Background: an optimization exercise with open tools, aiming at a short achievable clock period and few clock cycles. Do not read the settings as production practice.
At most, simulation tests tie the RTL to the original design; equivalence was not proved.
The RTL of run 4 was laid out without a check of its function.
Power figures rest on the tool's default switching activity, not on a simulated workload.

==> flow/config.mk <==
export PLATFORM = sky130hd
export DESIGN_NAME = riscv_pipeline_top
export DESIGN_NICKNAME = riscv_pipeline_top
export VERILOG_FILES = /design/flow/design.v
export SDC_FILE = /design/flow/constraint.sdc
export NUM_CORES = 4
export LEC_CHECK = 0
export CAP_MARGIN = 20
export CORE_MARGIN = 2
export CORE_UTILIZATION = 40
export SLEW_MARGIN = 20
==> flow/constraint.sdc <==
create_clock -name core_clock -period 12.0 [get_ports {clk}]
set_input_delay 2.4000 -clock core_clock [delete_from_list [all_inputs] [get_ports {clk}]]
set_output_delay 2.4000 -clock core_clock [all_outputs]
set_load 0.01 [all_outputs]
==> flow/design.v <==
module riscv_pipeline_top (
  input               clk       ,  
  input               reset_n   ,  
  output logic [31:0] imem_addr ,  
  input        [31:0] imem_rdata,  
  output logic [31:0] dmem_addr ,  
  output logic [31:0] dmem_wdata,  
  output logic        dmem_we   ,  
  input        [31:0] dmem_rdata   
);
localparam [6:0] OP_R  = 7'b0110011,
                 OP_I  = 7'b0010011,
                 OP_LD = 7'b0000011,
                 OP_ST = 7'b0100011,
                 OP_BR = 7'b1100011;
logic [11:0] pc_f;                   
logic        d_valid;
logic [31:0] d_inst;
logic [11:0] d_pc4;                  
logic [31:0] d_oh1, d_oh2;           
logic        x_valid;                
logic        x_wr;                   
logic        x_load;
logic        x_store;
logic        x_br;                   
logic        x_add, x_and, x_or, x_xor;  
logic        x_sub;                  
logic [ 4:0] x_rd;
logic [31:0] x_opa;
logic [31:0] x_opb;                  
logic [31:0] x_ops;                  
logic [11:0] x_tgt;
logic        m_wr;
logic        m_load;
logic        m_we;
logic [ 4:0] m_rd;
logic [31:0] m_res;
logic [31:0] m_sdata;
logic        w_wr;
logic [ 4:0] w_rd;
logic [31:0] w_oh;                   
logic [31:0] w_val;
logic [31:0] rf [0:31];
logic [31:0] rf_set;
wire [11:0] pc_f4 = pc_f + 12'd4;
wire [31:0] x_p = x_opa ^ x_opb;
wire [31:0] x_g = x_opa & x_opb;
logic [31:0] ks_g [0:5];
logic [31:0] ks_p [0:5];
always_comb begin
  ks_g[0] = x_g;
  ks_p[0] = x_p;
  ks_g[0][0] = x_g[0] | (x_p[0] & x_sub);
  for (int l = 0; l < 5; l++) begin
    for (int i = 0; i < 32; i++) begin
      if (i >= (1 << l)) begin
        ks_g[l+1][i] = ks_g[l][i] | (ks_p[l][i] & ks_g[l][i - (1 << l)]);
        ks_p[l+1][i] = ks_p[l][i] & ks_p[l][i - (1 << l)];
      end else begin
        ks_g[l+1][i] = ks_g[l][i];
        ks_p[l+1][i] = ks_p[l][i];
      end
    end
  end
end
wire [31:0] x_c   = {ks_g[5][30:0], x_sub};
wire [31:0] x_log = x_and ? (x_opa & x_opb) :
                    x_or  ? (x_opa | x_opb) :
                    x_xor ? x_p : x_opa;
wire [31:0] x_res = x_add ? (x_p ^ x_c) : x_log;
wire redirect_x = x_valid & x_br & (x_opa == x_ops);
wire [6:0] d_op  = d_inst[6:0];
wire [4:0] d_rd  = d_inst[11:7];
wire [4:0] d_rs1 = d_inst[19:15];
wire [4:0] d_rs2 = d_inst[24:20];
wire [3:0] d_fn  = {d_inst[30], d_inst[14:12]};
wire d_is_r  = d_op == OP_R;
wire d_is_i  = d_op == OP_I;
wire d_is_ld = d_op == OP_LD;
wire d_is_st = d_op == OP_ST;
wire d_is_br = d_op == OP_BR;
wire d_use1  = d_is_r | d_is_i | d_is_ld | d_is_st | d_is_br;
wire d_use2  = d_is_r | d_is_st | d_is_br;
wire d_wr    = (d_is_r | d_is_i | d_is_ld) & (d_rd != 5'd0);
wire d_br_same = d_is_br & (d_rs1 == d_rs2);
wire d_f_add = ~d_is_r | (d_fn == 4'b0000) | (d_fn == 4'b1000);
wire d_f_sub = d_is_r & (d_fn == 4'b1000);
wire d_f_and = d_is_r & (d_fn == 4'b0111);
wire d_f_or  = d_is_r & (d_fn == 4'b0110);
wire d_f_xor = d_is_r & (d_fn == 4'b0100);
wire [31:0] d_imm = d_is_st ? {{20{d_inst[31]}}, d_inst[31:25], d_inst[11:7]}
                            : {{20{d_inst[31]}}, d_inst[31:20]};
wire [11:0] d_tgt = d_pc4 + {d_inst[31], d_inst[7], d_inst[30:25], d_inst[11:8]};
wire d_x1 = x_valid & x_wr & (x_rd == d_rs1);
wire d_x2 = x_valid & x_wr & (x_rd == d_rs2);
wire d_m1 = m_wr & (m_rd == d_rs1);
wire d_m2 = m_wr & (m_rd == d_rs2);
wire d_w1 = w_wr & (w_rd == d_rs1);
wire d_w2 = w_wr & (w_rd == d_rs2);
wire stall = d_valid & x_valid & x_load &
             ((d_use1 & d_x1) | (d_use2 & d_x2));
logic [31:0] rf_val [0:31];
always_comb begin
  rf_val[0] = 32'd0;
  for (int r = 1; r < 32; r++) rf_val[r] = rf_set[r] ? rf[r] : r;
end
logic [31:0] d_rf1, d_rf2;
always_comb begin
  d_rf1 = 32'd0;
  d_rf2 = 32'd0;
  for (int r = 1; r < 32; r++) begin
    d_rf1 = d_rf1 | ({32{d_oh1[r]}} & rf_val[r]);
    d_rf2 = d_rf2 | ({32{d_oh2[r]}} & rf_val[r]);
  end
end
wire [31:0] d_e1 = (d_m1 & ~m_load) ? m_res : d_w1 ? w_val : d_rf1;
wire [31:0] d_e2 = (d_m2 & ~m_load) ? m_res : d_w2 ? w_val : d_rf2;
wire s1x = d_x1;
wire s1l = ~d_x1 & d_m1 & m_load;
wire s1e = ~s1x & ~s1l;
wire s2x = d_x2;
wire s2l = ~d_x2 & d_m2 & m_load;
wire s2e = ~s2x & ~s2l;
wire [31:0] d_v1 = ({32{s1x}} & x_res) | ({32{s1l}} & dmem_rdata) | ({32{s1e}} & d_e1);
wire [31:0] d_v2 = ({32{s2x}} & x_res) | ({32{s2l}} & dmem_rdata) | ({32{s2e}} & d_e2);
wire [31:0] subv  = {32{d_f_sub}};
wire [31:0] x_resb = x_add ? ((x_p ^ subv) ^ x_c) : (x_log ^ subv);
wire sbx = d_is_r & s2x;
wire sbl = d_is_r & s2l;
wire sbe = ~sbx & ~sbl;
wire [31:0] d_eb = d_is_r ? (d_e2 ^ subv) : d_imm;
wire [31:0] d_b  = ({32{sbx}} & x_resb) | ({32{sbl}} & (dmem_rdata ^ subv)) |
                   ({32{sbe}} & d_eb);
wire [31:0] f_inst = imem_rdata;
wire f_br_same = (f_inst[6:0] == OP_BR) & (f_inst[19:15] == f_inst[24:20]);
wire [11:0] f_tgt = pc_f4 + {f_inst[31], f_inst[7], f_inst[30:25], f_inst[11:8]};
wire redirect_f = f_br_same & ~stall & ~redirect_x;
assign imem_addr = {20'd0, pc_f};
always_ff @(posedge clk) begin
  if (~reset_n)        pc_f <= 12'd4;
  else if (redirect_x) pc_f <= x_tgt;
  else if (redirect_f) pc_f <= f_tgt;
  else if (!stall)     pc_f <= pc_f4;
end
always_ff @(posedge clk or negedge reset_n) begin
  if (~reset_n)        d_valid <= 1'b0;
  else if (redirect_x) d_valid <= 1'b0;
  else if (!stall)     d_valid <= 1'b1;
end
always_ff @(posedge clk) begin
  if (!stall) begin
    d_inst <= imem_rdata;
    d_pc4  <= pc_f4;
    d_oh1  <= 32'd1 << imem_rdata[19:15];
    d_oh2  <= 32'd1 << imem_rdata[24:20];
  end
end
always_ff @(posedge clk or negedge reset_n) begin
  if (~reset_n) x_valid <= 1'b0;
  else          x_valid <= d_valid & ~stall & ~redirect_x;
end
always_ff @(posedge clk) begin
  x_wr    <= d_wr;
  x_load  <= d_is_ld;
  x_store <= d_is_st;
  x_br    <= d_is_br & ~d_br_same;
  x_add   <= d_f_add;
  x_sub   <= d_f_sub;
  x_and   <= d_f_and;
  x_or    <= d_f_or;
  x_xor   <= d_f_xor;
  x_rd    <= d_rd;
  x_opa   <= d_v1;
  x_opb   <= d_b;
  x_ops   <= d_v2;
  x_tgt   <= d_tgt;
end
always_ff @(posedge clk or negedge reset_n) begin
  if (~reset_n) begin
    m_wr    <= 1'b0;
    m_load  <= 1'b0;
  end else begin
    m_wr    <= x_valid & x_wr;
    m_load  <= x_valid & x_load;
  end
end
always_ff @(posedge clk) begin
  m_we <= reset_n & x_valid & x_store;
end
always_ff @(posedge clk) begin
  m_rd    <= x_rd;
  m_res   <= x_res;
  m_sdata <= x_ops;
end
assign dmem_addr  = m_res;
assign dmem_wdata = m_sdata;
assign dmem_we    = m_we;
always_ff @(posedge clk or negedge reset_n) begin
  if (~reset_n) begin
    w_wr   <= 1'b0;
    w_oh   <= 32'd0;
    rf_set <= 32'd0;
  end else begin
    w_wr   <= m_wr;
    w_oh   <= m_wr ? (32'd1 << m_rd) : 32'd0;
    rf_set <= rf_set | w_oh;
  end
end
always_ff @(posedge clk) begin
  w_rd  <= m_rd;
  w_val <= m_load ? dmem_rdata : m_res;
end
always_ff @(posedge clk) begin
  for (int r = 1; r < 32; r++)
    if (w_oh[r]) rf[r] <= w_val;
end
endmodule
==> flow/flow/run.sh <==
#!/bin/bash
# Standard synthesis and layout, with timing repair aimed well below the
# clock period so that the achieved period is pushed down.
set -euo pipefail
MARGIN=8.5
bash standard.sh synth > synth.log 2>&1
bash standard.sh SETUP_SLACK_MARGIN=$MARGIN finish > layout.log 2>&1
==> flow/standard.sh <==
#!/bin/bash
# synth_recipe.tcl (not shown) runs the flow's synth.tcl, then flattens the netlist and writes it again
# the make line also repeats each setting of config.mk as NAME=value (left out here)
make -C /OpenROAD-flow-scripts/flow DESIGN_CONFIG=/design/flow/config.mk WORK_HOME=/design/flow/orfs CLKGATE_MAP_FILE= SYNTH_SCRIPT=/design/flow/synth_recipe.tcl "${@:-finish}"
==> summary.txt, run 1 <==
Placed design
  – Global placement routability congestion: 0.971
  – DP HPWL: between 150 and 200 mm
  – Placed cell count: 6760
  – Placed cell area: about 0.065 mm²
  – I/O Buffers: roughly 140

Synth
  – Ys flop type: edfxtp_1
  – Synth unique cells: 86
  – Mean post-synth cell area: between 10 and 15 µm²
  – Mapped Cells: 4773
  – Number of synthesized flops with an enable pin: 1098
  – Combinational family with the most area after synthesis: compound AO/OA/AOI/OAI gates
  – Post-Synth XOR/XNOR Area: 2.09%
  – Sequential-to-total area share from yosys stat: 64.1%
  – Async SR Flop Fraction: 4.77%
  – Adder-cell share of the synthesized area: 1.90%
  – Synth area leaders: edfxtp_1, dfxtp_1, a22oi_1, a221oi_1, a22o_1
  – Synth Register Bits: ~1.4k
  – Synth top area share: between 50% and 60%
  – Simple-gate share of the synthesized area: 9.00%
  – Mapped Area: 0.0615 mm²
  – Mux share of post-synthesis cell area: 1.10%
  – YS warnings: 5
  – Compound-gate portion of the synthesized area: 18.7%
  – Most area-hungry cell type in the Yosys netlist: edfxtp_1

GRT
  – First-pass GRT wire length: 391 mm
  – GRT overflow: 0
  – GRT Total Usage: 36.0%
  – Initial antenna violation count: 8
  – Vias in the first global route: 48.3k
  – Largest net degree at the start of global routing: 93

Detailed routing
  – Vias: 51.6k
  – Final WL: 293 mm
  – Drt drc: 0
  – TritonRoute pass-1 iters: 9
  – Via density: 7.25
  – ANT nets after route: 0
  – Initial drt markers: 12.4k
  – WL/cell: 41.2 µm

Power and ir drop
  – Leak: 24.9 nW
  – Power Density: 153 mW/mm²
  – VDD IR-drop max: 0.152 mV

Clocking
  – TritonCTS clock tree: built
  – Clk sinks: 1406
  – Clock Pin Slew Worst Setup and Hold Paths: 0.06 ns
  – H-tree depth: 4
  – Worst-Skew Late Latency: 0.80 ns
  – CTS root buf: clkbuf_16
  – Clock buffer count from CTS: around 150
  – CTS max path bufs: 3

Die
  – Die W: 396 µm
  – I/O Pins: 163
  – Cell Rows: 143
  – Die area: roughly 0.16 mm²
  – Initial Utilization: about two fifths
  – Die height: 396 µm
  – Placeable Area: between 0.15 and 0.2 mm²

Final layout
  – Multi-input logic area: between 0.02 and 0.025 mm²
  – Design Area, Final: roughly 0.07 mm²
  – Layout cells sized above 1: 17.7%
  – Fin util: 47.2%
  – Area delta synth->final: 16.8%
  – # fillers: roughly 13k
  – Nets: 5123
  – Count of non-filler cells in the finished layout: 7123
  – FF/Latch Area: 0.0397 mm²

Critical path
  – Endpoint class of the critical path: output port
  – CP max stage delay: 0.41 ns
  – Worst Path Required: 9.60 ns
  – Buf+Inv Stages, Crit Path: 1
  – WS Path Type: reg2out
  – CP max FO: 3
  – CP max-delay cell: dfxtp_4
  – Arrival time at the worst endpoint: 1.31 ns
  – Critical path cell sequence: buf_6
  – CP startpoint kind: register
  – Family with the most delay on the worst path: flip-flops

STA
  – Slew HR: 16.1%
  – Final count of pins violating max slew: 0
  – RSZ-0062 raised after global routing: yes
  – Least-Margin Pin Slew: 1.25 ns
  – Clock Skews: 0.0382 ns
  – Setup_tns: 0 ns
  – Fin crit share: about 31%
  – Period minus WS final: 3.71 ns
  – Maximum clock rate: 269 MHz
  – Finish-stage setup viols: 0
  – Final hold violations: 0

Job
  – Max-cap check violation count: 0

Min path
  – Hold Path Class: reg2reg

Status
  – Outcome: finished clean
through the flow:
stage          hold slack [ns]  power [mW]  setup WS [ns]
4_1_cts                  0.355        10.9           8.26
3_5_place_dp             0.359        6.25           6.67
6_report                 0.357        11.0           8.29
3_3_place_gp             0.358        6.24           6.63
5_1_grt                  0.356        11.2           8.16
2_1_floorplan            0.326        5.92           7.69
registers in the layout, indices dropped and copies added, names as in the netlist, 12 cells and up:
signal and count:
rf 992, m_sdata 32, d_inst 32, x_ops 32, x_tgt 12, d_oh2 31, m_res 32, rf_set 31
x_opb 32, pc_f 12, w_val 32, d_pc4 12, d_oh1 31, w_oh 31, x_opa 32
what timing repair did:
item | CTS | global route
endpoints found under the setup margin | 250 | 225
pin swaps | 38 | 55
gates resized for setup | 600 | 101
hold buffers | 0 | 0
setup buffers | 53 | 32
report_power, final:
part           internal (mW)  switching (mW)
sequential              5.43           0.153
combinational          0.242           0.411
clock                   2.74            2.03
total                   8.41            2.59
synth_stat cells, types with 14 or more instances:
cell      number
a211oi_1      95
a21o_1        21
a21oi_1      161
a221oi_1     230
a222oi_1      64
a22o_1       229
a22oi_1      451
a31oi_1       15
and2_1        66
and3_1        18
buf_1         67
buf_2         35
buf_4         24
clkbuf_1     209
dfrtp_1       67
dfxtp_1      241
edfxtp_1    1098
ha_1          87
inv_1        122
mux2_2        39
mux2i_1       24
nand2_1      145
nand2b_1      93
nand3_1       95
nand4_1      168
nor2_1       265
nor3_1       118
nor4_1        16
o211ai_1      14
o21ai_0      148
or2_2         31
xnor2_1       85
xor2_1        62
per-layer routing:
layer / share of wire [%] / GRT usage (%) / wire [µm] / vias up
li1: - / - / - / 19480
met1: 35 / 46.2 / 102000 / 25244
met2: 40 / 50.4 / 118000 / 5494
met3: 16 / 14.0 / 47700 / 1415
met4: 8.4 / 23.5 / 24600 / 14
met5: 0.030 / 0.123 / 89 / -
kinds of logic (layout without fill, tap and decap cells):
group,count (synthesis),in the layout
xor gates and xnor gates,147,147
AOI/OAI and AO/OA,1528,1528
buffers and inverters,459,758
other,1,22
muxes,63,63
and+or+nand+nor,1078,1078
DFF,1406,1406
adders and majority gates,91,91
final cells by class:
| cell class | instances | share of cell area (%) |
|---|---|---|
| multi-input combinational | 2927 | 29.2 |
| antenna | 2 | 0.00696 |
| timing repair buffer | 360 | 4.45 |
| inverter | 122 | 0.646 |
| tap | 2030 | 3.53 |
| clock buffer | 190 | 5.74 |
| clock inverter | 86 | 1.18 |
| sequential | 1406 | 55.2 |
cells in the final DEF (no fill, tap or decap), types with 149 or more instances in the layout:
| master | netlist | layout |
|---|---|---|
| nor2_1 | 265 | 264 |
| a221oi_1 | 230 | 229 |
| a22oi_1 | 451 | 451 |
| dfxtp_1 | 241 | 154 |
| buf_4 | 24 | 192 |
| a21oi_1 | 161 | 149 |
| clkbuf_16 | 0 | 154 |
| nand4_1 | 168 | 168 |
| a22o_1 | 229 | 229 |
| edfxtp_1 | 1098 | 1098 |
worst paths after layout:
path | slack [ns] | cells after the start | startpoint | endpoint
setup / recovery | 8.29 | 1 | m_res[3] | dmem_addr[3]
hold / removal | 0.36 | 0 | x_ops[1] | m_sdata[1]
setup reg to reg | 8.30 | 10 | d_oh2[21] | x_opb[6]
max in group asynchronous | 9.55 | 2 | reset_n | w_oh[27]
hold reg to reg | 0.36 | 0 | x_ops[1] | m_sdata[1]
min in group asynchronous | 1.50 | 1 | reset_n | rf_set[10]
Testbench counts, summed over its fixed seeds: cycles 15,147.
==> run 2: changes to the inputs <==
--- a/flow/design.v
+++ b/flow/design.v
@@ -15,4 +15,5 @@
                  OP_BR = 7'b1100011;
 logic [11:0] pc_f;                   
+logic [11:0] imem_q;                 
 logic        d_valid;
 logic [31:0] d_inst;
@@ -35,5 +36,6 @@
 logic        m_we;
 logic [ 4:0] m_rd;
-logic [31:0] m_res;
+logic [31:0] m_res;                  
+logic [31:0] m_resi;                 
 logic [31:0] m_sdata;
 logic        w_wr;
@@ -114,6 +116,6 @@
   end
 end
-wire [31:0] d_e1 = (d_m1 & ~m_load) ? m_res : d_w1 ? w_val : d_rf1;
-wire [31:0] d_e2 = (d_m2 & ~m_load) ? m_res : d_w2 ? w_val : d_rf2;
+wire [31:0] d_e1 = (d_m1 & ~m_load) ? m_resi : d_w1 ? w_val : d_rf1;
+wire [31:0] d_e2 = (d_m2 & ~m_load) ? m_resi : d_w2 ? w_val : d_rf2;
 wire s1x = d_x1;
 wire s1l = ~d_x1 & d_m1 & m_load;
@@ -136,10 +138,14 @@
 wire [11:0] f_tgt = pc_f4 + {f_inst[31], f_inst[7], f_inst[30:25], f_inst[11:8]};
 wire redirect_f = f_br_same & ~stall & ~redirect_x;
-assign imem_addr = {20'd0, pc_f};
-always_ff @(posedge clk) begin
-  if (~reset_n)        pc_f <= 12'd4;
-  else if (redirect_x) pc_f <= x_tgt;
-  else if (redirect_f) pc_f <= f_tgt;
-  else if (!stall)     pc_f <= pc_f4;
+assign imem_addr = {20'd0, imem_q};
+wire [11:0] pc_next = redirect_x ? x_tgt :
+                     redirect_f ? f_tgt :
+                     stall      ? pc_f  : pc_f4;
+always_ff @(posedge clk or negedge reset_n) begin
+  if (~reset_n) pc_f <= 12'd4;
+  else          pc_f <= pc_next;
+end
+always_ff @(posedge clk) begin
+  imem_q <= reset_n ? pc_next : 12'd4;
 end
 always_ff @(posedge clk or negedge reset_n) begin
@@ -193,4 +199,8 @@
   m_sdata <= x_ops;
 end
+always_ff @(posedge clk or negedge reset_n) begin
+  if (~reset_n) m_resi <= 32'd0;
+  else          m_resi <= x_res;
+end
 assign dmem_addr  = m_res;
 assign dmem_wdata = m_sdata;
@@ -209,5 +219,5 @@
 always_ff @(posedge clk) begin
   w_rd  <= m_rd;
-  w_val <= m_load ? dmem_rdata : m_res;
+  w_val <= m_load ? dmem_rdata : m_resi;
 end
 always_ff @(posedge clk) begin
==> run 2 against run 1 <==
Compared with the run above:
- still clean
- global-route usage decreased by 0.23 points
- flip-flop and latch count increased by 44
- critical path depth unchanged
- worst hold slack improved by 0.0078 ns
- clock skew increased by 0.00067 ns
- design area increased by 2.8%
- core utilization decreased by 0.44 points
- sequential share of layout area decreased by 0.10 points
- critical path type unchanged
==> summary.txt, run 2 <==
Die
  – Initial Utilization: 40.2%
  – Die W: 403 µm
  – Die area: 0.162 mm²
  – I/O Pins: 163
  – Placeable Area: 0.158 mm²
  – Die height: ~400 µm
  – Cell Rows: 146

Critical path
  – Critical path cell sequence: buf_6
  – CP max stage delay: 0.39 ns
  – CP max-delay cell: dfxtp_4
  – CP startpoint kind: register
  – CP max FO: 1
  – Arrival time at the worst endpoint: 1.30 ns
  – Buf+Inv Stages, Crit Path: 1
  – WS Path Type: reg2out
  – Family with the most delay on the worst path: flip-flops
  – Endpoint class of the critical path: output port
  – Worst Path Required: 9.60 ns

Synth
  – Synth top area share: ~52%
  – Number of synthesized flops with an enable pin: 1098
  – Top-count cell post-synth: edfxtp_1
  – YS warnings: 5
  – Mapped Area: about 0.064 mm²
  – Mean post-synth cell area: 12.9 µm²
  – Sequential-to-total area share from yosys stat: 63.7%
  – Synth top cells by count: edfxtp_1, a22oi_1, nor2_1, a221oi_1, a22o_1
  – Mapped Cells: a little under 5k
  – Synth unique cells: 104
  – Most area-hungry cell type in the Yosys netlist: edfxtp_1
  – Synth area leaders: edfxtp_1, dfxtp_1, a22oi_1, dfrtp_1, a221oi_1
  – Synth Register Bits: 1450
  – Async SR Flop Fraction: around 7.7%
  – Ys flop type: edfxtp_1

Final layout
  – Most flops, register: rf
  – Count of non-filler cells in the finished layout: 7318
  – Nets: 5273
  – Commonest non-fill, non-tap cell in the layout: edfxtp_1
  – Area delta synth->final: 16.1%
  – Largest register FFs: 992
  – # fillers: between 10k and 15k
  – Fin util: between 40% and 50%
  – Layout cells sized above 1: 17.6%
  – Most frequent cells in the layout: edfxtp_1, a22oi_1, nor2_1
  – Multi-input logic area: 0.0221 mm²
  – FF/Latch Area: 0.0407 mm²
  – Design Area, Final: about 0.074 mm²

Min path
  – Hold Path Class: reg2reg

Clocking
  – CTS max path bufs: 3
  – Clock buffer count from CTS: between 150 and 200
  – Worst-Skew Late Latency: roughly 0.82 ns
  – Clk sinks: approximately 1.5k
  – Hold_buf cts: 0
  – Clock Pin Slew Worst Setup and Hold Paths: 0.06 ns
  – TritonCTS clock tree: built
  – H-tree depth: 4
  – CTS root buf: clkbuf_16

Detailed routing
  – WL/cell: between 40 and 50 µm
  – Drt drc: 0
  – Vias: between 50k and 60k
  – Initial drt markers: between 10k and 15k
  – Via density: 7.25
  – Final WL: between 200 and 300 mm
  – ANT nets after route: 0
  – TritonRoute pass-1 iters: 9

STA
  – Period minus WS final: 3.70 ns
  – Clock Skews: 0.0388 ns
  – Final hold violations: 0
  – Least-Margin Pin Slew: 1.23 ns
  – Slew HR: 18.1%
  – Finish-stage setup viols: 0
  – Fin crit share: 30.8%
  – Worst Setup Slack, final: 8.30 ns
  – Maximum clock rate: 270 MHz
  – RSZ-0062 raised after global routing: yes
  – Final count of pins violating max slew: 0
  – Setup_tns: 0 ns

Power and ir drop
  – VDD IR-drop max: about 0.14 mV
  – Power Density: 159 mW/mm²
  – Leak: between 20 and 30 nW

Placed design
  – Placed cell count: 6971
  – DP Worst Slack: 6.95 ns
  – Placed cell area: 0.0676 mm²
  – DP HPWL: 166 mm
  – Global placement routability congestion: 0.981
  – I/O Buffers: 142

GRT
  – Largest net degree at the start of global routing: 68
  – GRT overflow: 0
  – First-pass GRT wire length: just over 400 mm
  – Initial antenna violation count: 15
  – Vias in the first global route: 49.7k
  – GRT Total Usage: 35.8%

Status
  – Outcome: finished clean

Job
  – Max-cap check violation count: 0
## run 2: report_power, final
part	switching [mW]	internal [mW]	total [mW]
combinational	0.653	0.484	1.14
sequential	0.202	5.64	5.84
clock	2.08	2.70	4.78
total	2.93	8.82	11.8
## run 2: area by class of cell
| class | count | share of cell area, % |
|---|---|---|
| Timing Repair Buffer | 339 | 4.07 |
| Timing Repair inverter | 2 | 0.0203 |
| Sequential cell | 1450 | 55.1 |
| Inverter | 117 | 0.603 |
| Tap cell | 2072 | 3.51 |
| Clock inverter | 72 | 0.902 |
| Antenna cell | 6 | 0.0203 |
| Clock buffer | 205 | 5.78 |
| Multi-Input combinational cell | 3055 | 30.0 |
## run 2: repair_timing
| item | 4_1_cts | 5_1_grt |
|---|---|---|
| buffers inserted | 33 | 27 |
| pin swaps | 33 | 29 |
| setup endpoints to repair | 287 | 199 |
| cloned | 3 | 0 |
| gates resized for setup | 550 | 144 |
## run 2: logic make-up after synthesis
logic type | synth area share (%)
AO/OA/AOI/OAI | 18.5
XOR/XNOR | 2.18
adder cells (fa/ha/maj) | 1.84
buffers and inverters | 2.99
flip-flops | 63.7
multiplexers | 0.951
other | 0.00589
AND/OR/NAND/NOR | 9.75
## run 2: metal layers
metal  routed length, µm  global-route usage [%]
met1              104000                    45.9
met2              120000                    49.5
met3               50300                    14.6
met4               25200                    23.4
met5                 223                   0.268
## run 2: stage by stage
| step | hold slack [ns] | power, mW |
|---|---|---|
| final | 0.364 | 11.8 |
| after global placement | 0.360 | 6.83 |
| after detailed placement | 0.363 | 6.84 |
| after global routing | 0.366 | 12.0 |
| after floorplan | 0.326 | 6.43 |
| after CTS | 0.368 | 11.6 |
## run 2: path summary, 6_finish.rpt
check	from	endpoint	slack [ns]	cells past startpoint
setup reg to reg	d_oh2[6]	x_opb[25]	8.36	10
hold reg to reg	x_ops[16]	m_sdata[16]	0.36	0
max in group asynchronous	reset_n	rf_set[29]	9.16	2
hold / removal	x_ops[16]	m_sdata[16]	0.36	0
setup / recovery	m_res[30]	dmem_addr[30]	8.30	1
min in group asynchronous	reset_n	m_resi[20]	1.55	1
Testbench counts of run 2, summed over its fixed seeds: cycles 15,147.
==> run 3: changes to the inputs <==
--- a/flow/config.mk
+++ b/flow/config.mk
@@ -8,4 +8,4 @@
 export CAP_MARGIN = 20
 export CORE_MARGIN = 2
-export CORE_UTILIZATION = 40
+export CORE_UTILIZATION = 50
 export SLEW_MARGIN = 20
==> run 3 against run 2 <==
Compared with the run above:
- non-clock buffer count up 12
- sequential share of layout area up 0.18 points
- design area down 0.41%
- count of clock-buffer cells in the layout down 2
- register-to-register slack worse by 0.05 ns
- synthesized area unchanged
- core utilization up 12 points
- final cell count down 5.5%
- combinational power down 4%
- flip-flop and latch count unchanged
- worst hold slack worse by 0.0056 ns
- sequential power about the same
- highest routed layer unchanged
==> summary.txt, run 3 <==
STA
  – Maximum clock rate: 271 MHz
  – RSZ-0062 raised after global routing: yes
  – Clock Skews: between 0.02 and 0.03 ns
  – Period minus WS final: 3.69 ns
  – Final count of pins violating max slew: 0
  – Fin crit share: 30.8%
  – Final hold violations: 0
  – Slew HR: approximately 18%
  – Finish-stage setup viols: 0
  – Setup_tns: 0 ns
  – Least-Margin Pin Slew: 1.23 ns
  – Worst Setup Slack, final: 8.31 ns

Synth
  – Top-count cell post-synth: edfxtp_1
  – Synth unique cells: 104
  – Synth area leaders: edfxtp_1, dfxtp_1, a22oi_1, dfrtp_1, a221oi_1
  – Number of synthesized flops with an enable pin: 1098
  – Mapped Area: 0.0637 mm²
  – Compound-gate portion of the synthesized area: 18.5%
  – Post-Synth XOR/XNOR Area: 2.18%
  – Ys flop type: edfxtp_1
  – YS warnings: 5
  – Synth top area share: 51.8%
  – Synth top cells by count: edfxtp_1, a22oi_1, nor2_1, a221oi_1, a22o_1
  – Mean post-synth cell area: about 13 µm²
  – Adder-cell share of the synthesized area: under 10%
  – Simple-gate share of the synthesized area: 9.75%
  – Async SR Flop Fraction: 7.66%
  – Combinational family with the most area after synthesis: compound AO/OA/AOI/OAI gates
  – Most area-hungry cell type in the Yosys netlist: edfxtp_1
  – Sequential-to-total area share from yosys stat: about 64%
  – Synth Register Bits: 1450
  – Mapped Cells: a little under 5k
  – Mux share of post-synthesis cell area: 0.951%

Critical path
  – FF-to-FF Start: d_oh2[9]
  – Arrival time at the worst endpoint: 4.36 ns
  – Critical Path Start: d_oh2[9]
  – Critical path cell sequence: and2_2 -> buf_4 -> a22o_1 -> a221oi_1 -> nand4_1 -> nor3b_1 -> o31a_1 -> nor2_1 -> nor4_1 -> o21ai_0
  – Worst r2r path cells: 10
  – CP max FO: 22
  – CP startpoint kind: register
  – Endpoint class of the critical path: register
  – R2r setup slk: between 8 and 9 ns
  – Worst Path Required: between 10 and 15 ns
  – CP max-delay cell: edfxtp_1
  – CP max stage delay: slightly above 0.6 ns
  – WS Path Type: reg2reg
  – FF-to-FF End: x_opb[27]
  – Critical Path End: x_opb[27]

Detailed routing
  – Drt drc: 0
  – Initial drt markers: roughly 13k
  – Vias: 52.8k
  – WL/cell: 43.0 µm
  – Via density: 7.64
  – TritonRoute pass-1 iters: 11
  – ANT nets after route: 0
  – Final WL: 297 mm

Die
  – Die W: 361 µm
  – Die area: 0.130 mm²
  – Die height: roughly 360 µm
  – Cell Rows: 130
  – Initial Utilization: 50.5%
  – Placeable Area: 0.126 mm²
  – I/O Pins: 163

Final layout
  – Fin util: between 50 and 60%
  – Commonest non-fill, non-tap cell in the layout: edfxtp_1
  – Area delta synth->final: 15.6%
  – Nets: about 5.3k
  – Most flops, register: rf
  – Count of non-filler cells in the finished layout: 6916
  – Most frequent cells in the layout: edfxtp_1, a22oi_1, nor2_1
  – Layout cells sized above 1: 17.9%
  – Largest register FFs: 992

Clocking
  – Worst-Skew Late Latency: around 0.82 ns
  – Clock buffer count from CTS: 154
  – Clock Pin Slew Worst Setup and Hold Paths: 0.06 ns
  – H-tree depth: 4
  – Clk sinks: 1450
  – CTS max path bufs: 3
  – CTS root buf: clkbuf_16
  – TritonCTS clock tree: built

GRT
  – Vias in the first global route: 49.3k
  – GRT Total Usage: between 40% and 50%
  – Largest net degree at the start of global routing: 78
  – GRT overflow: 0
  – First-pass GRT wire length: 399 mm
  – Met2 Use GR: 61.4%
  – Busiest grt layer: met2
  – M1 GR Usage: ~58%
  – M3 GR Usage: approximately 18%
  – Initial antenna violation count: 16

Placed design
  – DP HPWL: 167 mm
  – Placed cell count: 6565
  – Global placement routability congestion: 0.995
  – I/O Buffers: 142
  – DP Worst Slack: approximately 7 ns

Min path
  – Hold Path Class: reg2reg

Power and ir drop
  – VDD IR-drop max: 0.150 mV
  – Power Density: 161 mW/mm²
  – Leak: 25.9 nW
  – Final Total Pwr: ~12 mW

Status
  – Outcome: finished clean

Job
  – Max-cap check violation count: 0
[run 3: worst min-delay path by stage]
stage                          from           to  depth (start not counted)
after floorplan             m_rd[1]      w_rd[1]                          0
after global placement    x_ops[20]  m_sdata[20]                          0
after detailed placement  x_ops[17]  m_sdata[17]                          0
after CTS                 x_ops[17]  m_sdata[17]                          0
after global routing      x_ops[17]  m_sdata[17]                          0
final                     x_ops[17]  m_sdata[17]                          0
[run 3: what timing repair did]
action | in CTS | in global routing
setup endpoints to repair | 289 | 192
setup buffers | 21 | 35
resized for setup | 497 | 173
pin swaps | 22 | 44
hold buffers | 0 | 0
endpoints found under the hold margin | 0 | 0
gates cloned | 2 | 0
[run 3: worst max-delay path: cells and delay by family, from the launching register on]
| kind | cells | cell delay, ns |
|---|---|---|
| simple gates | 5 | 1.47 |
| flops | 1 | 0.61 |
| buf+inv | 1 | 0.42 |
| compound gates | 4 | 1.01 |
[run 3: layout make-up]
class                           count  area, µm²
Fill cell                       10184      52500
Sequential cell                  1450      40700
Multi-Input combinational cell   3055      22200
Clock buffer                      203       4210
Timing Repair Buffer              351       3010
Tap cell                         1650       2060
Clock inverter                     82        947
Inverter                          117        450
Antenna cell                        7       17.5
Timing Repair inverter              1       7.51
[run 3: logic make-up (layout without fill, tap and decap cells)]
family	after synthesis	in the layout
flops	1450	1450
compound gates	1543	1543
mux	56	56
xor+xnor	156	156
simple gates	1189	1189
buf+inv	465	754
other cells	1	27
fa+ha+maj	91	91
[run 3: per-layer routing]
layer | wire (µm) | vias up
li1 | - | 20070
met1 | 103000 | 25678
met2 | 120000 | 5508
met3 | 49200 | 1541
met4 | 25000 | 16
met5 | 113 | -
[run 3: through the flow]
step | instance area (µm²) | hold slack, ns
3_3_place_gp | 67200 | 0.354
5_1_grt | 73600 | 0.369
3_5_place_dp | 67200 | 0.360
6_report | 73600 | 0.359
2_1_floorplan | 63800 | 0.326
4_1_cts | 72700 | 0.360
[run 3: power breakdown]
| group | internal, mW | total (mW) | switching, mW |
|---|---|---|---|
| Clock | 2.84 | 4.94 | 2.10 |
| Sequential | 5.64 | 5.81 | 0.177 |
| Combinational | 0.449 | 1.09 | 0.646 |
| Total | 8.92 | 11.8 | 2.93 |
==> run 4: changes to the inputs <==
--- a/flow/design.v
+++ b/flow/design.v
@@ -14,9 +14,8 @@
                  OP_ST = 7'b0100011,
                  OP_BR = 7'b1100011;
-logic [11:0] pc_f;                   
-logic [11:0] imem_q;                 
+logic [31:0] pc_f;                   
 logic        d_valid;
 logic [31:0] d_inst;
-logic [11:0] d_pc4;                  
+logic [31:0] d_pc4;                  
 logic [31:0] d_oh1, d_oh2;           
 logic        x_valid;                
@@ -31,11 +30,10 @@
 logic [31:0] x_opb;                  
 logic [31:0] x_ops;                  
-logic [11:0] x_tgt;
+logic [31:0] x_tgt;
 logic        m_wr;
 logic        m_load;
 logic        m_we;
 logic [ 4:0] m_rd;
-logic [31:0] m_res;                  
-logic [31:0] m_resi;                 
+logic [31:0] m_res;
 logic [31:0] m_sdata;
 logic        w_wr;
@@ -45,5 +43,4 @@
 logic [31:0] rf [0:31];
 logic [31:0] rf_set;
-wire [11:0] pc_f4 = pc_f + 12'd4;
 wire [31:0] x_p = x_opa ^ x_opb;
 wire [31:0] x_g = x_opa & x_opb;
@@ -93,5 +90,5 @@
 wire [31:0] d_imm = d_is_st ? {{20{d_inst[31]}}, d_inst[31:25], d_inst[11:7]}
                             : {{20{d_inst[31]}}, d_inst[31:20]};
-wire [11:0] d_tgt = d_pc4 + {d_inst[31], d_inst[7], d_inst[30:25], d_inst[11:8]};
+wire [31:0] d_tgt = d_pc4 + {{20{d_inst[31]}}, d_inst[31], d_inst[7], d_inst[30:25], d_inst[11:8]};
 wire d_x1 = x_valid & x_wr & (x_rd == d_rs1);
 wire d_x2 = x_valid & x_wr & (x_rd == d_rs2);
@@ -116,6 +113,6 @@
   end
 end
-wire [31:0] d_e1 = (d_m1 & ~m_load) ? m_resi : d_w1 ? w_val : d_rf1;
-wire [31:0] d_e2 = (d_m2 & ~m_load) ? m_resi : d_w2 ? w_val : d_rf2;
+wire [31:0] d_e1 = (d_m1 & ~m_load) ? m_res : d_w1 ? w_val : d_rf1;
+wire [31:0] d_e2 = (d_m2 & ~m_load) ? m_res : d_w2 ? w_val : d_rf2;
 wire s1x = d_x1;
 wire s1l = ~d_x1 & d_m1 & m_load;
@@ -134,23 +131,18 @@
 wire [31:0] d_b  = ({32{sbx}} & x_resb) | ({32{sbl}} & (dmem_rdata ^ subv)) |
                    ({32{sbe}} & d_eb);
-wire [31:0] f_inst = imem_rdata;
-wire f_br_same = (f_inst[6:0] == OP_BR) & (f_inst[19:15] == f_inst[24:20]);
-wire [11:0] f_tgt = pc_f4 + {f_inst[31], f_inst[7], f_inst[30:25], f_inst[11:8]};
-wire redirect_f = f_br_same & ~stall & ~redirect_x;
-assign imem_addr = {20'd0, imem_q};
-wire [11:0] pc_next = redirect_x ? x_tgt :
-                     redirect_f ? f_tgt :
-                     stall      ? pc_f  : pc_f4;
-always_ff @(posedge clk or negedge reset_n) begin
-  if (~reset_n) pc_f <= 12'd4;
-  else          pc_f <= pc_next;
-end
-always_ff @(posedge clk) begin
-  imem_q <= reset_n ? pc_next : 12'd4;
-end
-always_ff @(posedge clk or negedge reset_n) begin
-  if (~reset_n)        d_valid <= 1'b0;
-  else if (redirect_x) d_valid <= 1'b0;
-  else if (!stall)     d_valid <= 1'b1;
+wire redirect_d = d_valid & d_br_same & ~redirect_x;
+assign imem_addr = pc_f;
+wire [31:0] pc_f4 = pc_f + 32'd4;
+always_ff @(posedge clk or negedge reset_n) begin
+  if (~reset_n) begin
+    pc_f    <= 32'd4;
+    d_valid <= 1'b0;
+  end else begin
+    if (redirect_x)      pc_f <= x_tgt;
+    else if (redirect_d) pc_f <= d_tgt;
+    else if (!stall)     pc_f <= pc_f4;
+    if (redirect_x | redirect_d) d_valid <= 1'b0;
+    else if (!stall)             d_valid <= 1'b1;
+  end
 end
 always_ff @(posedge clk) begin
@@ -164,5 +156,5 @@
 always_ff @(posedge clk or negedge reset_n) begin
   if (~reset_n) x_valid <= 1'b0;
-  else          x_valid <= d_valid & ~stall & ~redirect_x;
+  else          x_valid <= d_valid & ~stall & ~redirect_x & ~d_br_same;
 end
 always_ff @(posedge clk) begin
@@ -170,5 +162,5 @@
   x_load  <= d_is_ld;
   x_store <= d_is_st;
-  x_br    <= d_is_br & ~d_br_same;
+  x_br    <= d_is_br;
   x_add   <= d_f_add;
   x_sub   <= d_f_sub;
@@ -186,11 +178,10 @@
     m_wr    <= 1'b0;
     m_load  <= 1'b0;
+    m_we    <= 1'b0;
   end else begin
     m_wr    <= x_valid & x_wr;
     m_load  <= x_valid & x_load;
-  end
-end
-always_ff @(posedge clk) begin
-  m_we <= reset_n & x_valid & x_store;
+    m_we    <= x_valid & x_store;
+  end
 end
 always_ff @(posedge clk) begin
@@ -198,8 +189,4 @@
   m_res   <= x_res;
   m_sdata <= x_ops;
-end
-always_ff @(posedge clk or negedge reset_n) begin
-  if (~reset_n) m_resi <= 32'd0;
-  else          m_resi <= x_res;
 end
 assign dmem_addr  = m_res;
@@ -219,5 +206,5 @@
 always_ff @(posedge clk) begin
   w_rd  <= m_rd;
-  w_val <= m_load ? dmem_rdata : m_resi;
+  w_val <= m_load ? dmem_rdata : m_res;
 end
 always_ff @(posedge clk) begin
--- a/flow/config.mk
+++ b/flow/config.mk
@@ -8,4 +8,4 @@
 export CAP_MARGIN = 20
 export CORE_MARGIN = 2
-export CORE_UTILIZATION = 50
+export CORE_UTILIZATION = 40
 export SLEW_MARGIN = 20
==> run 4 against run 3 <==
Compared with the run above:
- flip-flop and latch count up 16
- power down 2.9%
- clock power down 4.9%
- worst hold slack better by 0.0048 ns
- wire length up 2.9%
- via count up 3.3%
- worst setup slack worse by 0.17 ns
- combinational power down 13%
- highest routed layer unchanged
==> summary.txt, run 4 <==
Placed design
  – I/O Buffers: 162
  – DP HPWL: approximately 170 mm
  – Global placement routability congestion: 1.01
  – DP Worst Slack: 7.93 ns

Die
  – Die W: 407 µm
  – I/O Pins: between 150 and 200
  – Placeable Area: 0.161 mm²
  – Initial Utilization: 40.4%
  – Cell Rows: 147
  – Die height: 407 µm
  – Die area: 0.165 mm²

Detailed routing
  – Initial drt markers: 12.5k
  – TritonRoute pass-1 iters: 13
  – Final WL: 306 mm
  – Drt drc: 0
  – Via density: roughly 7.2
  – WL/cell: 40.1 µm
  – ANT nets after route: 0
  – Vias: 54.6k

Power and ir drop
  – Power Density: 153 mW/mm²
  – Leak: ~26 nW
  – VDD IR-drop max: 0.162 mV

STA
  – Clock Skews: between 0.03 and 0.04 ns
  – Finish-stage setup viols: 0
  – Worst Setup Slack, final: 8.14 ns
  – Slew HR: 14.8%
  – Period minus WS final: 3.86 ns
  – Least-Margin Pin Slew: 1.28 ns
  – WHS: 0.364 ns
  – Final count of pins violating max slew: 0
  – Maximum clock rate: around 260 MHz
  – Fin crit share: about 32%
  – Final hold violations: 0
  – Setup_tns: 0 ns
  – RSZ-0062 raised after global routing: yes

GRT
  – Vias in the first global route: 50.4k
  – GRT Total Usage: 36.0%
  – M1 GR Usage: between 40% and 50%
  – First-pass GRT wire length: around 410 mm
  – Met2 Use GR: between 40% and 50%
  – GRT overflow: 0
  – Busiest grt layer: met2
  – M3 GR Usage: roughly 15%
  – Initial antenna violation count: 21
  – Largest net degree at the start of global routing: 83

Synth
  – Number of synthesized flops with an enable pin: about 1.1k
  – Most area-hungry cell type in the Yosys netlist: edfxtp_1
  – YS warnings: 5
  – Synth area leaders: edfxtp_1, dfxtp_1, a22oi_1, dfrtp_1, a22o_1
  – Mean post-synth cell area: 12.7 µm²
  – Async SR Flop Fraction: 6.82%
  – Synth Register Bits: around 1.5k
  – Synth unique cells: 96
  – Synth top area share: between 50% and 60%
  – Mapped Area: 0.0649 mm²
  – Mapped Cells: 5124
  – Ys flop type: edfxtp_1
  – Synth top cells by count: edfxtp_1, a22oi_1, nor2_1, dfxtp_1, clkbuf_1
  – Top-count cell post-synth: edfxtp_1
  – Sequential-to-total area share from yosys stat: 63.2%

Clocking
  – Worst-Skew Late Latency: 0.83 ns
  – Clock buffer count from CTS: 150
  – Hold_buf cts: 0
  – Clock Pin Slew Worst Setup and Hold Paths: 0.06 ns
  – Clk sinks: 1466
  – H-tree depth: 4
  – TritonCTS clock tree: built
  – CTS root buf: clkbuf_16
  – CTS max path bufs: 3

Final layout
  – Commonest non-fill, non-tap cell in the layout: edfxtp_1
  – Most frequent cells in the layout: edfxtp_1, a22oi_1, nor2_1
  – Most flops, register: rf
  – Nets: 5492
  – Area delta synth->final: 15.9%
  – Fin util: a little under half
  – Largest register FFs: 992
  – Layout cells sized above 1: 16.5%

Critical path
  – R2r setup slk: 8.31 ns
  – Arrival time at the worst endpoint: roughly 1.5 ns
  – CP startpoint kind: register
  – CP max-delay cell: dfstp_2
  – FF-to-FF Start: rf_set[28]
  – WS Path Type: reg2out
  – Critical path cell sequence: buf_6
  – Worst r2r path cells: 9
  – Family with the most delay on the worst path: flip-flops
  – Worst Path Required: ~9.6 ns
  – FF-to-FF End: x_opa[27]
  – CP max FO: 2
  – Endpoint class of the critical path: output port
  – CP max stage delay: between 0.5 and 0.6 ns
  – Buf+Inv Stages, Crit Path: 1

Min path
  – Hold depth: 0
  – Hold Path Class: reg2reg
  – Min-delay src: x_ops[30]
  – Worst Hold Path EP: m_sdata[30]

Job
  – Max-cap check violation count: 0

Status
  – Outcome: finished clean
==> run 4: through the flow <==
stage          power, mW  instances  instance area [µm²]
6_report            11.5       7624                75200
3_3_place_gp        6.78       7268                69300
2_1_floorplan       6.36       5124                64900
4_1_cts             11.4       7600                74800
3_5_place_dp        6.79       7268                69300
5_1_grt             11.8       7615                75200
==> run 4: cell type report <==
class	count	area (µm²)
Tap cell	2160	2700
Clock buffer	207	4190
Inverter	114	433
Clock inverter	72	614
Antenna cell	10	25.0
Multi-Input combinational cell	3216	22800
Fill cell	14359	85500
Timing Repair Buffer	379	3250
Sequential cell	1466	41200
==> run 4: repair_timing <==
| action | 4_1_cts | 5_1_grt |
|---|---|---|
| setup buffers | 53 | 14 |
| setup endpoints to repair | 253 | 247 |
| pin swaps | 11 | 11 |
| gates resized for setup | 594 | 76 |
==> run 4: worst max-delay path by stage <==
stage,start,end,cells after the start
after detailed placement,dmem_rdata[20],x_opb[20],7
after floorplan,dmem_rdata[24],x_opb[24],5
after global placement,dmem_rdata[20],x_opb[20],7
after CTS,pc_f[2],imem_addr[2],1
final,pc_f[2],imem_addr[2],1
after global routing,pc_f[2],imem_addr[2],1
==> run 4: routing by layer <==
metal | share of wire [%] | routed length, µm
met1 | 36 | 110000
met2 | 39 | 119000
met3 | 17 | 52100
met4 | 7.9 | 24100
met5 | 0.064 | 197
==> run 4: power by group <==
| part | total (mW) | internal, mW | switching (mW) |
|---|---|---|---|
| clock | 4.70 | 2.61 | 2.09 |
| combinational | 0.952 | 0.368 | 0.584 |
| sequential | 5.85 | 5.69 | 0.158 |
==> run 4: cells by family (layout without fill, tap and decap cells) <==
group                      count (synthesis)  count (layout)  share of synthesized area (%)
muxes                                     68              68                           1.13
AOI/OAI and AO/OA                       1594            1594                           18.6
and+or+nand+nor                         1284            1284                           10.1
buffers and inverters                    442             772                           2.63
DFF                                     1466            1466                           63.2
xor gates and xnor gates                 171             171                           2.31
other                                      0              10                              0
adders and majority gates                 99              99                           1.94

==> separate check: timing with driven ports <==
In the flow no input, the clock included, has a driving cell. The finished layouts below were timed again as built, in two steps. Step 1 sets driving cells, clkbuf_16 on the clock port and buf_2 on the other inputs (assumed; they add their load-dependent delay and slew). Step 2, shift: input delay + t, output delay - t, t = (earliest + latest rising clock arrival at the registers) / 2. This alone moves slack from input paths to output paths. a / b / c = ideal ports / drivers / drivers and shift; a / b = the first two.
run	t (ns)	slack for setup (ns)	latest minus earliest clock arrival (ns)
run 1	0.871	8.286 / 8.195 / 7.472	0.043 / 0.043
run 2	0.879	8.300 / 8.220 / 7.531	0.041 / 0.040
run 3	0.879	8.309 / 8.242 / 7.577	0.039 / 0.039
run 4	0.892	8.138 / 8.057 / 7.948	0.034 / 0.034
After both steps every run listed still meets setup and hold. The setup slack of run 1, which loses most, moves by -0.091 ns with the drivers and by -0.814 ns with both steps.
